From an optimization exercise on the open Yosys and OpenROAD flow, aimed at small area and a short achievable clock period; shortcuts taken in it are not production practice.
In this exercise RTL edits were held to simulation tests only and were not proved equivalent to the original.

## NOAA_Module
module NOAA_Module( CLK, RESET, MODE, TN, SAMPLE, DONE, AVG_SD );
Size: about 4,100 cells after synthesis, ~250 flip-flops, roughly 29 I/O pins.
==> flow/config.mk <==
export PLATFORM = sky130hd
export DESIGN_NAME = NOAA_Module
export DESIGN_NICKNAME = NOAA_Module
export VERILOG_FILES = /design/flow/design.v
export SDC_FILE = /design/flow/constraint.sdc
export NUM_CORES = 4
export LEC_CHECK = 0
export ABC_AREA = 1
export CAP_MARGIN = 20
export CORE_MARGIN = 2
export CORE_UTILIZATION = 40
export PLACE_DENSITY = 0.7
export SLEW_MARGIN = 20
==> flow/constraint.sdc <==
create_clock -name core_clock -period 250.0 [get_ports {CLK}]
set_input_delay 50.0000 -clock core_clock [delete_from_list [all_inputs] [get_ports {CLK}]]
set_output_delay 50.0000 -clock core_clock [all_outputs]
set_load 0.01 [all_outputs]
standard.sh (not shown) runs the stock make flow with config.mk's settings and CLKGATE_MAP_FILE= SYNTH_SCRIPT=/design/flow/synth_recipe.tcl, a recipe that flattens the netlist after the stock synthesis.
==> flow/flow/run.sh <==
#!/bin/bash
# Standard synthesis and layout; the layout's timing repair aims at a setup
# slack of 188 ns at the design's clock period (250 ns), i.e. it sizes and
# buffers the slowest paths towards an achieved period of 62 ns.
set -euo pipefail
bash standard.sh synth > synth.log 2>&1
bash standard.sh SETUP_SLACK_MARGIN=188 finish > layout.log 2>&1
Then changed:
==> flow/run.sh (new file) <==
#!/bin/bash
# synth_recipe.tcl (not shown) runs the flow's synth.tcl, then flattens the netlist and writes it again
# the make line also repeats each setting of config.mk as NAME=value (left out here)
make -C /OpenROAD-flow-scripts/flow DESIGN_CONFIG=/design/flow/config.mk WORK_HOME=/design/flow/orfs CLKGATE_MAP_FILE= SYNTH_SCRIPT=/design/flow/synth_recipe.tcl finish
--- a/flow/config.mk
+++ b/flow/config.mk
@@ -11,3 +11,2 @@
 export CORE_UTILIZATION = 40
-export PLACE_DENSITY = 0.7
 export SLEW_MARGIN = 20
removed: flow/flow/run.sh
removed: flow/standard.sh
Outcome:
- The new run went through all stages and came out clean
- cell area fell by 5.7%
- wire length went down by 1.8%
- core utilization decreases by 2.6 points


Another version of the RTL of NOAA_Module (not shown whole).
Size in the first run: ~4100 cells after synthesis, roughly 260 flip-flops, roughly 29 I/O pins, about 36000 sq um of cells after synthesis.
// NOAA_Module
module NOAA_Module( CLK, RESET, MODE, TN, SAMPLE, DONE, AVG_SD );
    input CLK, RESET, MODE;
    input [ 11:0 ] TN;
    output SAMPLE, DONE;
    output [ 11:0 ] AVG_SD;
    localparam K = 10;
    localparam J = 4;
    reg  [ 11:0 ] win [ 0:13 ];    
    reg  [ 3:0 ]  n;               
    reg  [ 15:0 ] s;               
    reg  [ 27:0 ] ss;              
    reg  [ K-1:0 ] aq_r;           
    reg  [ 3:0 ]  ar_r;            
    reg  [ J-1:0 ] sq_r;           
    reg  [ 3:0 ]  sr_r;            
    reg           m;               
    reg  [ 11:0 ] q;               
    reg           done_r;
    reg  [ 11:0 ] out_r;
    integer i;
    wire          full  = ( n == 4'd14 );
    wire [ 3:0 ]  n_nx  = full ? 4'd14 : n + 4'd1;
    wire [ 11:0 ] old   = full ? win[13] : 12'd0;    
    wire [ 15:0 ] s_m = s - old;   
    wire [ 15:0 ] s_nx;
    wire [ 27:0 ] ss_nx;
    wire [ K-1:0 ] aq_nx;
    wire [ 3:0 ]  ar_nx;
    wire [ J-1:0 ] sq_nx;
    wire [ 3:0 ]  sr_nx;
    wire [ 11:0 ] avg_c;
    wire [ 23:0 ] a2_c;
    wire [ 23:0 ] ssq_c;
    reg  [ 3:0 ]  sh;
    always @(*) begin
        sh = 4'd0;
        for ( i = 0; i < 12; i = i + 1 )
            if ( q[i] ) sh = 4'd11 - i[3:0];
    end
    wire [ 11:0 ] d1   = sh[3] ? { q[3:0], 8'd0 } : sh[2] ? { q[7:0], 4'd0 } : q;
    wire [ 11:0 ] d    = d1 << sh[1:0];
    wire [ 14:0 ] dpos = { 3'b000, d };
    wire [ 14:0 ] negd = -dpos;
    wire [ 34:0 ] xs1  = sh[3] ? { 3'd0, ssq_c, 8'd0 } : sh[2] ? { 7'd0, ssq_c, 4'd0 } : { 11'd0, ssq_c };
    wire [ 34:0 ] ys1  = sh[3] ? { 3'd0, a2_c, 8'd0 } : sh[2] ? { 7'd0, a2_c, 4'd0 } : { 11'd0, a2_c };
    wire [ 34:0 ] xs   = xs1 << sh[1:0];
  ...
==> flow/config.mk <==
export PLATFORM = sky130hd
export DESIGN_NAME = NOAA_Module
export DESIGN_NICKNAME = NOAA_Module
export VERILOG_FILES = /design/flow/design.v
export SDC_FILE = /design/flow/constraint.sdc
export NUM_CORES = 4
export LEC_CHECK = 0
export CAP_MARGIN = 20
export CORE_MARGIN = 2
export CORE_UTILIZATION = 40
export SLEW_MARGIN = 20
==> flow/constraint.sdc <==
create_clock -name core_clock -period 250.0 [get_ports {CLK}]
set_input_delay 50.0000 -clock core_clock [delete_from_list [all_inputs] [get_ports {CLK}]]
set_output_delay 50.0000 -clock core_clock [all_outputs]
set_load 0.01 [all_outputs]
==> flow/flow/run.sh <==
#!/bin/bash
# Standard synthesis and layout; the layout's timing repair aims at a setup
# slack of 175 ns at the design's clock period (250 ns), i.e. it sizes and
# buffers the slowest paths towards an achieved period of 75 ns.
set -euo pipefail
bash standard.sh synth > synth.log 2>&1
bash standard.sh SETUP_SLACK_MARGIN=175 finish > layout.log 2>&1
The baseline completed with no timing, DRC or antenna violations.
==> next run, changes <==
==> flow/flow/run.sh (replaced) <==
#!/bin/bash
# Standard synthesis and layout; the layout's timing repair aims at a setup
# slack of 185 ns at the design's clock period (250 ns), i.e. it sizes and
# buffers the slowest paths towards an achieved period of 65 ns.
set -euo pipefail
bash standard.sh synth > synth.log 2>&1
bash standard.sh SETUP_SLACK_MARGIN=185 finish > layout.log 2>&1
Die area does not change.
Sequential share of layout area drops by 0.75 points.
Wire length increases by 4.0%.
Register-to-register slack is better by 8.3 ns.
Worst setup slack improves by 4.9 ns.
Non-clock buffer count rises by 136.
Global-route usage came out higher by 0.65 points.
Synthesized area does not change.

==> separate check: timing with driven ports <==
Ports are ideal in the flow. The routed layouts listed here were re-timed in OpenROAD. Step 1 (the two cells are an assumption about what drives the block):
set clk [get_ports {CLK}]
set_driving_cell -lib_cell sky130_fd_sc_hd__clkbuf_16 $clk
set_driving_cell -lib_cell sky130_fd_sc_hd__buf_2 [delete_from_list [all_inputs] $clk]
Step 2, shift: input delay + t, output delay - t, t = (earliest + latest rising clock arrival at the registers) / 2. This alone moves slack from input paths to output paths. Three values: ideal, step 1, step 2; two values: the first two.
run | shift t [ns] | setup slack, ns | worst setup path after step 2
the first run of note 1 | 0.585 | 188.589 / 188.613 / 188.028 | input to register
the second run of note 1 | 0.590 | 175.275 / 175.275 / 175.275 | register to register
the first run of note 2 | 0.622 | 177.749 / 177.783 / 177.161 | input to register
the second run of note 2 | 0.621 | 182.638 / 182.673 / 182.052 | input to register
After both steps setup and hold are still met in every run listed. For the first run of note 2, which loses most, drivers alone change the setup slack by +0.034 ns; drivers and shift together by -0.588 ns.
